Source: an optimization exercise on an open RTL-to-GDS flow (aim: small area, a short achievable clock period and few clock cycles). Production flows keep margins and buffers that such runs may drop.
At most, simulation tests tie the RTL to the original design; equivalence was not proved.
For run 2, only the layout was checked, not whether the RTL still works.

==> flow/design.v (outline; a module is shown in full before it is edited, if it fits) <==
// module conv1_top: 1442 lines
// module csa_fa: 4 lines
// module pp_aoi222: 3 lines
// module csa_xnor2: 3 lines
// module csa_xor2: 3 lines
// module csa_nand2: 3 lines
// module csa_or2: 3 lines
// module csa_ha: 4 lines
module conv1_top #(
    parameter CONV_INPUT_SIZE = 23,
    parameter CONV_OUTPUT_SIZE = 22,
    parameter CONV_OUTPUT_FILTER = 20
)(
    input                     clk,
    input                     rst,
    input                     start,
    output reg         [4: 0] input_addra,
    input  wire signed [15:0] idata,
    output reg  signed [15:0] odata,
    output reg         [4: 0] output_filter,
    output reg         [4: 0] output_addra,
    output reg                done
);
  // ...
==> flow/run.sh <==
#!/bin/bash
# synth_recipe.tcl (not shown) runs the flow's synth.tcl, then flattens the netlist and writes it again
# the make line also repeats each setting of config.mk as NAME=value (left out here)
make -C /OpenROAD-flow-scripts/flow DESIGN_CONFIG=/design/flow/config.mk WORK_HOME=/design/flow/orfs CLKGATE_MAP_FILE= SYNTH_SCRIPT=/design/flow/synth_recipe.tcl finish
==> flow/config.mk <==
export PLATFORM = sky130hd
export DESIGN_NAME = conv1_top
export DESIGN_NICKNAME = conv1_top
export VERILOG_FILES = /design/flow/design.v
export SDC_FILE = /design/flow/constraint.sdc
export NUM_CORES = 8
export LEC_CHECK = 0
export CAP_MARGIN = 20
export CELL_PAD_IN_SITES_DETAIL_PLACEMENT = 1
export CORE_MARGIN = 2
export CORE_UTILIZATION = 30
export SETUP_SLACK_MARGIN = 5
export SLEW_MARGIN = 20
export SYNTH_HIERARCHICAL = 1
==> flow/constraint.sdc <==
create_clock -name core_clock -period 30.0 [get_ports {clk}]
set_input_delay 6.0000 -clock core_clock [delete_from_list [all_inputs] [get_ports {clk}]]
set_output_delay 6.0000 -clock core_clock [all_outputs]
set_load 0.01 [all_outputs]
==> reports/results.ini, run 1 <==
[finish]
fin_cells = 1967
clock_area_frac = 0.0209
finalInstanceArea_um2 = 14800

[synthesis]
synth.most_common_cell = fa_1
yosysWarnings = 7
synth_xor_area_frac = 0.0715
syn_area_per_cell_um2 = 9.94
synth_nets = 1635
yosys.area_share.adder = 0.412

[sta]
fmax_mhz = 130
fin_ws_ps = 22290

[hold_path]
worstHoldPathCells = 2
hold_path_class = flop to flop

[floorplan]
num_rows = 76
core_um2 = 43300

[status]
status = finished clean

[route]
via_per_inst = 5.90
dr.pass1.iters = 13
postRouteAntennaNets = 0

[critical_path]
cp.depth = 19
path_common_cell = fa_1
critPathBufInv = 2
slowest_stage = nand3_1
worstSetupPathType = flop to flop
timing.rr.end = spos

[clock_network]
h-tree-depth = 3
cts_buffers = 9
clockBufferDepth = 2

[place]
pre_cts_slack_ps = 22380
placed_area_um2 = 14500

Testbench counts, summed over its fixed seeds: cycles 21,504.
==> run 2, diff against run 1 <==
--- a/flow/design.v
+++ b/flow/design.v
@@ -924,143 +924,111 @@
     wire ma_G10 = ~ma_gn[21] | (ma_p[21] & ~ma_gn[20]);
     wire ma_P10 = ma_p[21] & ma_p[20];
     wire ma_G11 = ~ma_gn[23] | (ma_p[23] & ~ma_gn[22]);
     wire ma_P11 = ma_p[23] & ma_p[22];
     wire ma_G12 = ~ma_gn[25] | (ma_p[25] & ~ma_gn[24]);
     wire ma_P12 = ma_p[25] & ma_p[24];
     wire ma_G13 = ~ma_gn[27] | (ma_p[27] & ~ma_gn[26]);
     wire ma_P13 = ma_p[27] & ma_p[26];
-    wire ma_G14 = ~ma_gn[2] | (ma_p[2] & ma_G0);
-    wire ma_P14 = ma_p[2] & ma_P0;
-    wire ma_G15 = ma_G1 | (ma_P1 & ma_G0);
-    wire ma_P15 = ma_P1 & ma_P0;
-    wire ma_G16 = ~ma_gn[6] | (ma_p[6] & ma_G2);
-    wire ma_P16 = ma_p[6] & ma_P2;
-    wire ma_G17 = ma_G3 | (ma_P3 & ma_G2);
-    wire ma_P17 = ma_P3 & ma_P2;
-    wire ma_G18 = ~ma_gn[10] | (ma_p[10] & ma_G4);
-    wire ma_P18 = ma_p[10] & ma_P4;
-    wire ma_G19 = ma_G5 | (ma_P5 & ma_G4);
-    wire ma_P19 = ma_P5 & ma_P4;
-    wire ma_G20 = ~ma_gn[14] | (ma_p[14] & ma_G6);
-    wire ma_P20 = ma_p[14] & ma_P6;
-    wire ma_G21 = ma_G7 | (ma_P7 & ma_G6);
-    wire ma_P21 = ma_P7 & ma_P6;
-    wire ma_G22 = ~ma_gn[18] | (ma_p[18] & ma_G8);
-    wire ma_P22 = ma_p[18] & ma_P8;
-    wire ma_G23 = ma_G9 | (ma_P9 & ma_G8);
-    wire ma_P23 = ma_P9 & ma_P8;
-    wire ma_G24 = ~ma_gn[22] | (ma_p[22] & ma_G10);
-    wire ma_P24 = ma_p[22] & ma_P10;
-    wire ma_G25 = ma_G11 | (ma_P11 & ma_G10);
-    wire ma_P25 = ma_P11 & ma_P10;
-    wire ma_G26 = ~ma_gn[26] | (ma_p[26] & ma_G12);
-    wire ma_P26 = ma_p[26] & ma_P12;
-    wire ma_G27 = ma_G13 | (ma_P13 & ma_G12);
-    wire ma_P27 = ma_P13 & ma_P12;
-    wire ma_G28 = ~ma_gn[4] | (ma_p[4] & ma_G15);
-    wire ma_P28 = ma_p[4] & ma_P15;
-    wire ma_G29 = ma_G2 | (ma_P2 & ma_G15);
-    wire ma_P29 = ma_P2 & ma_P15;
-    wire ma_G30 = ma_G16 | (ma_P16 & ma_G15);
-    wire ma_P30 = ma_P16 & ma_P15;
-    wire ma_G31 = ma_G17 | (ma_P17 & ma_G15);
-    wire ma_P31 = ma_P17 & ma_P15;
-    wire ma_G32 = ~ma_gn[12] | (ma_p[12] & ma_G19);
-    wire ma_P32 = ma_p[12] & ma_P19;
-    wire ma_G33 = ma_G6 | (ma_P6 & ma_G19);
-    wire ma_P33 = ma_P6 & ma_P19;
-    wire ma_G34 = ma_G20 | (ma_P20 & ma_G19);
-    wire ma_P34 = ma_P20 & ma_P19;
-    wire ma_G35 = ma_G21 | (ma_P21 & ma_G19);
-    wire ma_P35 = ma_P21 & ma_P19;
-    wire ma_G36 = ~ma_gn[20] | (ma_p[20] & ma_G23);
-    wire ma_P36 = ma_p[20] & ma_P23;
-    wire ma_G37 = ma_G10 | (ma_P10 & ma_G23);
-    wire ma_P37 = ma_P10 & ma_P23;
-    wire ma_G38 = ma_G24 | (ma_P24 & ma_G23);
-    wire ma_P38 = ma_P24 & ma_P23;
-    wire ma_G39 = ma_G25 | (ma_P25 & ma_G23);
-    wire ma_P39 = ma_P25 & ma_P23;
-    wire ma_G40 = ~ma_gn[8] | (ma_p[8] & ma_G31);
-    wire ma_P40 = ma_p[8] & ma_P31;
-    wire ma_G41 = ma_G4 | (ma_P4 & ma_G31);
-    wire ma_P41 = ma_P4 & ma_P31;
-    wire ma_G42 = ma_G18 | (ma_P18 & ma_G31);
-    wire ma_P42 = ma_P18 & ma_P31;
-    wire ma_G43 = ma_G19 | (ma_P19 & ma_G31);
-    wire ma_P43 = ma_P19 & ma_P31;
-    wire ma_G44 = ma_G32 | (ma_P32 & ma_G31);
-    wire ma_P44 = ma_P32 & ma_P31;
-    wire ma_G45 = ma_G33 | (ma_P33 & ma_G31);
-    wire ma_P45 = ma_P33 & ma_P31;
-    wire ma_G46 = ma_G34 | (ma_P34 & ma_G31);
-    wire ma_P46 = ma_P34 & ma_P31;
-    wire ma_G47 = ma_G35 | (ma_P35 & ma_G31);
-    wire ma_P47 = ma_P35 & ma_P31;
-    wire ma_G48 = ~ma_gn[24] | (ma_p[24] & ma_G39);
-    wire ma_P48 = ma_p[24] & ma_P39;
-    wire ma_G49 = ma_G12 | (ma_P12 & ma_G39);
-    wire ma_P49 = ma_P12 & ma_P39;
-    wire ma_G50 = ma_G26 | (ma_P26 & ma_G39);
-    wire ma_P50 = ma_P26 & ma_P39;
-    wire ma_G51 = ma_G27 | (ma_P27 & ma_G39);
-    wire ma_P51 = ma_P27 & ma_P39;
-    wire ma_G52 = ~ma_gn[16] | (ma_p[16] & ma_G47);
-    wire ma_P52 = ma_p[16] & ma_P47;
-    wire ma_G53 = ma_G8 | (ma_P8 & ma_G47);
-    wire ma_P53 = ma_P8 & ma_P47;
-    wire ma_G54 = ma_G22 | (ma_P22 & ma_G47);
-    wire ma_P54 = ma_P22 & ma_P47;
-    wire ma_G55 = ma_G23 | (ma_P23 & ma_G47);
-    wire ma_P55 = ma_P23 & ma_P47;
-    wire ma_G56 = ma_G36 | (ma_P36 & ma_G47);
-    wire ma_P56 = ma_P36 & ma_P47;
-    wire ma_G57 = ma_G37 | (ma_P37 & ma_G47);
-    wire ma_P57 = ma_P37 & ma_P47;
-    wire ma_G58 = ma_G38 | (ma_P38 & ma_G47);
-    wire ma_P58 = ma_P38 & ma_P47;
-    wire ma_G59 = ma_G39 | (ma_P39 & ma_G47);
-    wire ma_P59 = ma_P39 & ma_P47;
-    wire ma_G60 = ma_G48 | (ma_P48 & ma_G47);
-    wire ma_P60 = ma_P48 & ma_P47;
-    wire ma_G61 = ma_G49 | (ma_P49 & ma_G47);
-    wire ma_P61 = ma_P49 & ma_P47;
-    wire ma_G62 = ma_G50 | (ma_P50 & ma_G47);
-    wire ma_P62 = ma_P50 & ma_P47;
-    wire ma_G63 = ma_G51 | (ma_P51 & ma_G47);
-    wire ma_P63 = ma_P51 & ma_P47;
+    wire ma_G14 = ma_G1 | (ma_P1 & ma_G0);
+    wire ma_P14 = ma_P1 & ma_P0;
+    wire ma_G15 = ma_G3 | (ma_P3 & ma_G2);
+    wire ma_P15 = ma_P3 & ma_P2;
+    wire ma_G16 = ma_G5 | (ma_P5 & ma_G4);
+    wire ma_P16 = ma_P5 & ma_P4;
+    wire ma_G17 = ma_G7 | (ma_P7 & ma_G6);
+    wire ma_P17 = ma_P7 & ma_P6;
+    wire ma_G18 = ma_G9 | (ma_P9 & ma_G8);
+    wire ma_P18 = ma_P9 & ma_P8;
+    wire ma_G19 = ma_G11 | (ma_P11 & ma_G10);
+    wire ma_P19 = ma_P11 & ma_P10;
+    wire ma_G20 = ma_G13 | (ma_P13 & ma_G12);
+    wire ma_P20 = ma_P13 & ma_P12;
+    wire ma_G21 = ma_G15 | (ma_P15 & ma_G14);
+    wire ma_P21 = ma_P15 & ma_P14;
+    wire ma_G22 = ma_G17 | (ma_P17 & ma_G16);
+    wire ma_P22 = ma_P17 & ma_P16;
+    wire ma_G23 = ma_G19 | (ma_P19 & ma_G18);
+    wire ma_P23 = ma_P19 & ma_P18;
+    wire ma_G24 = ma_G22 | (ma_P22 & ma_G21);
+    wire ma_P24 = ma_P22 & ma_P21;
+    wire ma_G25 = ma_G23 | (ma_P23 & ma_G24);
+    wire ma_P25 = ma_P23 & ma_P24;
+    wire ma_G26 = ma_G16 | (ma_P16 & ma_G21);
+    wire ma_P26 = ma_P16 & ma_P21;
+    wire ma_G27 = ma_G18 | (ma_P18 & ma_G24);
+    wire ma_P27 = ma_P18 & ma_P24;
+    wire ma_G28 = ma_G20 | (ma_P20 & ma_G25);
+    wire ma_P28 = ma_P20 & ma_P25;
+    wire ma_G29 = ma_G2 | (ma_P2 & ma_G14);
+    wire ma_P29 = ma_P2 & ma_P14;
+    wire ma_G30 = ma_G4 | (ma_P4 & ma_G21);
+    wire ma_P30 = ma_P4 & ma_P21;
+    wire ma_G31 = ma_G6 | (ma_P6 & ma_G26);
+    wire ma_P31 = ma_P6 & ma_P26;
+    wire ma_G32 = ma_G8 | (ma_P8 & ma_G24);
+    wire ma_P32 = ma_P8 & ma_P24;
+    wire ma_G33 = ma_G10 | (ma_P10 & ma_G27);
+    wire ma_P33 = ma_P10 & ma_P27;
+    wire ma_G34 = ma_G12 | (ma_P12 & ma_G25);
+    wire ma_P34 = ma_P12 & ma_P25;
+    wire ma_G35 = ~ma_gn[2] | (ma_p[2] & ma_G0);
+    wire ma_P35 = ma_p[2] & ma_P0;
+    wire ma_G36 = ~ma_gn[4] | (ma_p[4] & ma_G14);
+    wire ma_P36 = ma_p[4] & ma_P14;
+    wire ma_G37 = ~ma_gn[6] | (ma_p[6] & ma_G29);
+    wire ma_P37 = ma_p[6] & ma_P29;
+    wire ma_G38 = ~ma_gn[8] | (ma_p[8] & ma_G21);
+    wire ma_P38 = ma_p[8] & ma_P21;
+    wire ma_G39 = ~ma_gn[10] | (ma_p[10] & ma_G30);
+    wire ma_P39 = ma_p[10] & ma_P30;
+    wire ma_G40 = ~ma_gn[12] | (ma_p[12] & ma_G26);
+    wire ma_P40 = ma_p[12] & ma_P26;
+    wire ma_G41 = ~ma_gn[14] | (ma_p[14] & ma_G31);
+    wire ma_P41 = ma_p[14] & ma_P31;
+    wire ma_G42 = ~ma_gn[16] | (ma_p[16] & ma_G24);
+    wire ma_P42 = ma_p[16] & ma_P24;
+    wire ma_G43 = ~ma_gn[18] | (ma_p[18] & ma_G32);
+    wire ma_P43 = ma_p[18] & ma_P32;
+    wire ma_G44 = ~ma_gn[20] | (ma_p[20] & ma_G27);
+    wire ma_P44 = ma_p[20] & ma_P27;
+    wire ma_G45 = ~ma_gn[22] | (ma_p[22] & ma_G33);
+    wire ma_P45 = ma_p[22] & ma_P33;
+    wire ma_G46 = ~ma_gn[24] | (ma_p[24] & ma_G25);
+    wire ma_P46 = ma_p[24] & ma_P25;
+    wire ma_G47 = ~ma_gn[26] | (ma_p[26] & ma_G34);
+    wire ma_P47 = ma_p[26] & ma_P34;
     wire [27:0] sn;    
     assign sn[2:0] = 3'd0;
-    assign sn[3] = (ma_p[3] ^ ma_G14);
-    assign sn[4] = (ma_p[4] ^ ma_G15);
-    assign sn[5] = (ma_p[5] ^ ma_G28);
+    assign sn[3] = (ma_p[3] ^ ma_G35);
+    assign sn[4] = (ma_p[4] ^ ma_G14);
+    assign sn[5] = (ma_p[5] ^ ma_G36);
     assign sn[6] = (ma_p[6] ^ ma_G29);
-    assign sn[7] = (ma_p[7] ^ ma_G30);
-    assign sn[8] = (ma_p[8] ^ ma_G31);
-    assign sn[9] = (ma_p[9] ^ ma_G40);
-    assign sn[10] = (ma_p[10] ^ ma_G41);
-    assign sn[11] = (ma_p[11] ^ ma_G42);
-    assign sn[12] = (ma_p[12] ^ ma_G43);
-    assign sn[13] = (ma_p[13] ^ ma_G44);
-    assign sn[14] = (ma_p[14] ^ ma_G45);
-    assign sn[15] = (ma_p[15] ^ ma_G46);
-    assign sn[16] = (ma_p[16] ^ ma_G47);
-    assign sn[17] = (ma_p[17] ^ ma_G52);
-    assign sn[18] = (ma_p[18] ^ ma_G53);
-    assign sn[19] = (ma_p[19] ^ ma_G54);
-    assign sn[20] = (ma_p[20] ^ ma_G55);
-    assign sn[21] = (ma_p[21] ^ ma_G56);
-    assign sn[22] = (ma_p[22] ^ ma_G57);
-    assign sn[23] = (ma_p[23] ^ ma_G58);
-    assign sn[24] = (ma_p[24] ^ ma_G59);
-    assign sn[25] = (ma_p[25] ^ ma_G60);
-    assign sn[26] = (ma_p[26] ^ ma_G61);
-    assign sn[27] = (ma_p[27] ^ ma_G62);
+    assign sn[7] = (ma_p[7] ^ ma_G37);
+    assign sn[8] = (ma_p[8] ^ ma_G21);
+    assign sn[9] = (ma_p[9] ^ ma_G38);
+    assign sn[10] = (ma_p[10] ^ ma_G30);
+    assign sn[11] = (ma_p[11] ^ ma_G39);
+    assign sn[12] = (ma_p[12] ^ ma_G26);
+    assign sn[13] = (ma_p[13] ^ ma_G40);
+    assign sn[14] = (ma_p[14] ^ ma_G31);
+    assign sn[15] = (ma_p[15] ^ ma_G41);
+    assign sn[16] = (ma_p[16] ^ ma_G24);
+    assign sn[17] = (ma_p[17] ^ ma_G42);
+    assign sn[18] = (ma_p[18] ^ ma_G32);
+    assign sn[19] = (ma_p[19] ^ ma_G43);
+    assign sn[20] = (ma_p[20] ^ ma_G27);
+    assign sn[21] = (ma_p[21] ^ ma_G44);
+    assign sn[22] = (ma_p[22] ^ ma_G33);
+    assign sn[23] = (ma_p[23] ^ ma_G45);
+    assign sn[24] = (ma_p[24] ^ ma_G25);
+    assign sn[25] = (ma_p[25] ^ ma_G46);
+    assign sn[26] = (ma_p[26] ^ ma_G34);
+    assign sn[27] = (ma_p[27] ^ ma_G47);
     reg [23:0] srn;      
     reg        spos;     
     always @(posedge clk) begin
         srn <= sn[26:3];
         spos <= sn[27];
     end
     wire [23:0] sr = ~srn;
     wire d0, d1;
==> flow/flow/run.sh (new file) <==
#!/bin/bash
# Standard ORFS layout (the standard.sh), with extra ORFS settings from
# flow/make_args.txt (one NAME=value per line): repair_timing is asked for
# extra setup margin so that it sizes the critical paths for a shorter period
# than the clock's, and the port buffers are plain buffers.
set -uo pipefail
HERE="$(cd "$(dirname "$0")" && pwd)"
ARGS=()
while IFS= read -r line; do
    [[ -n "$line" && "$line" != \#* ]] && ARGS+=("$line")
done < "$HERE/make_args.txt"
bash standard.sh synth > synth.log 2>&1 || exit 1
bash standard.sh "${ARGS[@]}" finish > layout.log 2>&1 || exit 1
==> flow/flow/make_args.txt (new file) <==
SETUP_SLACK_MARGIN=23.1
BUFFER_PORTS_ARGS=-buffer_cell sky130_fd_sc_hd__buf_2
==> flow/standard.sh (new file) <==
#!/bin/bash
# synth_recipe.tcl (not shown) runs the flow's synth.tcl, then flattens the netlist and writes it again
# the make line also repeats each setting of config.mk as NAME=value (left out here)
make -C /OpenROAD-flow-scripts/flow DESIGN_CONFIG=/design/flow/config.mk WORK_HOME=/design/flow/orfs CLKGATE_MAP_FILE= SYNTH_SCRIPT=/design/flow/synth_recipe.tcl "${@:-finish}"
==> flow/config.mk (replaced) <==
export PLATFORM = sky130hd
export DESIGN_NAME = conv1_top
export DESIGN_NICKNAME = conv1_top
export VERILOG_FILES = /design/flow/design.v
export SDC_FILE = /design/flow/constraint.sdc
export NUM_CORES = 8
export LEC_CHECK = 0
export CAP_MARGIN = 20
export CELL_PAD_IN_SITES_DETAIL_PLACEMENT = 1
export CORE_MARGIN = 2
export CORE_UTILIZATION = 30
export SLEW_MARGIN = 20
export SYNTH_HIERARCHICAL = 1
removed: flow/run.sh
==> reports/results.ini, run 2 <==
[floorplan]
die_w_um = 214
num_rows = 76  ; unchanged
start_util = 0.305
core_um2 = 43300  ; unchanged
ios = 51
die_h_um = 214
dieArea_um2 = 45700

[synthesis]
synth.most_common_cell = fa_1
yosysWarnings = 7  ; unchanged
syn_inst = 1318
ys_types = 62
ys_top_cells_by_area = fa_1, dfxtp_1, a222oi_1
synthTopCellsByCount = fa_1, a222oi_1, nand2_1
yosysSeqAreaShare = 0.144
yosysTopAreaCell = fa_1
netlist.area_leader.share = 0.380
syn_area_um2 = 13200
synthFlopType = dfxtp_1
synth_nets = 1631  ; -0.24%
synth-edff-count = 0
syn_area_per_cell_um2 = 10.0  ; +0.82%
ys_ff_latch = 95
synthArstFlopShare = 0

[finish]
final_cell_mix = fa_1, a222oi_1, nand2_1
largest_reg_flops = 24
layout.nets = 1703
syn_to_final_growth_pct = 13.0
layout_commonest_cell = fa_1
largest_register = srn
multi_input_area_um2 = 10900
final_layout_size_suffix_gt1_frac = 0.119
diodes = 0
seq_area_um2 = 1950
fillerInstances = 4930
fin_util = 0.345

[route]
vias = 11800
first_iter_violations = 2174
avgRoutedWirePerCell_um = 23.5
via_per_inst = 5.94  ; +0.67%
postRouteAntennaNets = 0  ; unchanged
routed_wl_mm = 46.5
drcViolationCount = 0
dr.pass1.iters = 16  ; +3

[sta]
hold_viol_final = 0
slew_headroom = 0.296
fin_crit_ps = 6880
fmax_mhz = 145  ; +12%
slew_viol_final = 0
worst_slew_pin_slew_ps = 1060
period_share = 0.229
fin_tns_setup_ps = 0
rsz0062_at_grt = yes
fin_skew_ps = 10.2
final-setup-viol-count = 0
fin_ws_ps = 23120  ; +831 ps

[place]
place_congestion = 0.938
hpwl_mm = 35.0
pre_cts_slack_ps = 22390  ; +12.6 ps
port-buffer-count = 50

[critical_path]
arrival_ps = 880
start_kind = flop
slowest_stage = dfxtp_2
worstSetupPathType = flop to output pin
required_ps = 24000
slowest_delay_ps = 370
crit_chain = buf_2
crit_family = flip-flops
crit_fanout = 3
worstRegToRegCells = 22
timing.rr.end = spos
reg2reg_slack_ps = 23300
r2r_start = fidx[2]
end_kind = output pin
critPathBufInv = 1  ; -1

[grt]
grt_overflow = 0
grt_pass1_vias = 12800
grtUsageTotal = 0.210
grt_max_degree = 50
grt_pass1_wl_mm = 73.3
antenna_found_initial = 0

[hold_path]
hold_path_class = flop to flop
hold_end = done
hp-start = done
worstHoldPathCells = 2  ; unchanged

[clock_network]
cts_buffers = 9  ; unchanged
cts_hold_buf = 0
clockBufferDepth = 2  ; unchanged
clk_latency_ps = 380
cts_sinks = 95
h-tree-depth = 3  ; unchanged
cts_tree = done
clkSlewWorstSetupHoldPaths_ps = 70
root_buffer = clkbuf_16

[status]
status = finished clean

[flow_run]
cap_violations = 0

## run 2: how the worst max path moves through the flow
stage	start	endpoint	slack (ps)	depth (start not counted)
6_report	output_filter[4]	output_filter[4]	23120	1
5_1_grt	fidx[2]	srn[22]	23050	22
4_1_cts	input_addra[3]	input_addra[3]	23100	1
3_5_place_dp	fidx[4]	spos	22390	20
3_3_place_gp	fidx[4]	spos	22630	20
2_1_floorplan	start	output_addra[2]	23310	3
## run 2: cell families (layout without fill, tap and decap cells)
family          Yosys count  in the layout  synth area share
buf+inv                 125            202            0.0360
mux                       9              9           0.00682
compound gates          359            359             0.208
xor+xnor                 98             98            0.0650
flops                    95             95             0.144
simple gates            338            338             0.119
fa+ha+maj               294            294             0.421
## run 2: what timing repair did
action,CTS,global route
resized for setup,32,31
setup endpoints to repair,29,17
buffers inserted,8,16
pin swaps,1,4
endpoints found under the hold margin,0,0
## run 2: modules after synthesis, one instance, submodules excluded
module,copies in the design,cells,area (um2),flops+latches
conv1_top,1,775,5720,95
csa_xnor2,17,1,8.76,0
csa_nand2,53,1,3.75,0
pp_aoi222,135,1,10.0,0
csa_fa,249,1,20.0,0
csa_or2,17,1,6.26,0
csa_ha,17,1,12.5,0
csa_xor2,55,1,8.76,0
## run 2: final cells by class
class | count | share of cell area
Tap cell | 585 | 0.0490
Sequential cell | 95 | 0.131
Multi-Input combinational cell | 1098 | 0.733
Clock inverter | 4 | 0.00352
Clock buffer | 12 | 0.0172
Timing Repair Buffer | 98 | 0.0431
Inverter | 88 | 0.0236
## run 2: routing by layer
| layer | track usage | share of wire | vias to the layer above |
|---|---|---|---|
| li1 | - | - | 4969 |
| met1 | 0.261 | 0.39 | 5994 |
| met2 | 0.350 | 0.48 | 662 |
| met3 | 0.0349 | 0.082 | 130 |
| met4 | 0.112 | 0.051 | 0 |
| met5 | 0 | 0 | - |
## run 2: metrics by stage
stage,cells,area [um2],hold WS [ps]
floorplan,1318,13200,384
global placement,1940,14300,478
detailed placement,1940,14300,487
CTS,1964,14700,497
global route,1980,14900,538
finish,1980,14900,511

-- static timing again, ports no longer ideal --
In the flow no input, the clock included, has a driving cell. The finished layouts below were timed again as built, in two steps. Step 1: set_driving_cell puts a clkbuf_16 on clk and a buf_2 on each other input, an assumption about the parent block. Step 2 moves the port delays by t, midway between the first and last clock arrival at a register: inputs arrive t later, outputs are due t later. That takes back most of the time a late clock gives input paths. Three values: ideal, step 1, step 2; two values: the first two.
run	t (ns)	slack for setup (ns)	hold slack, ns	worst setup path after step 2	cell pins on the clock port's net
run 1	0.423	22.287 / 22.287 / 22.287	0.502 / 0.502 / 0.502	register to register	1
run 2	0.423	23.118 / 23.071 / 23.079	0.511 / 0.511 / 0.511	input to register	1
After both steps setup and hold are still met in every run listed. For run 2, which loses most, drivers alone change the setup slack by -0.047 ns; drivers and shift together by -0.039 ns.
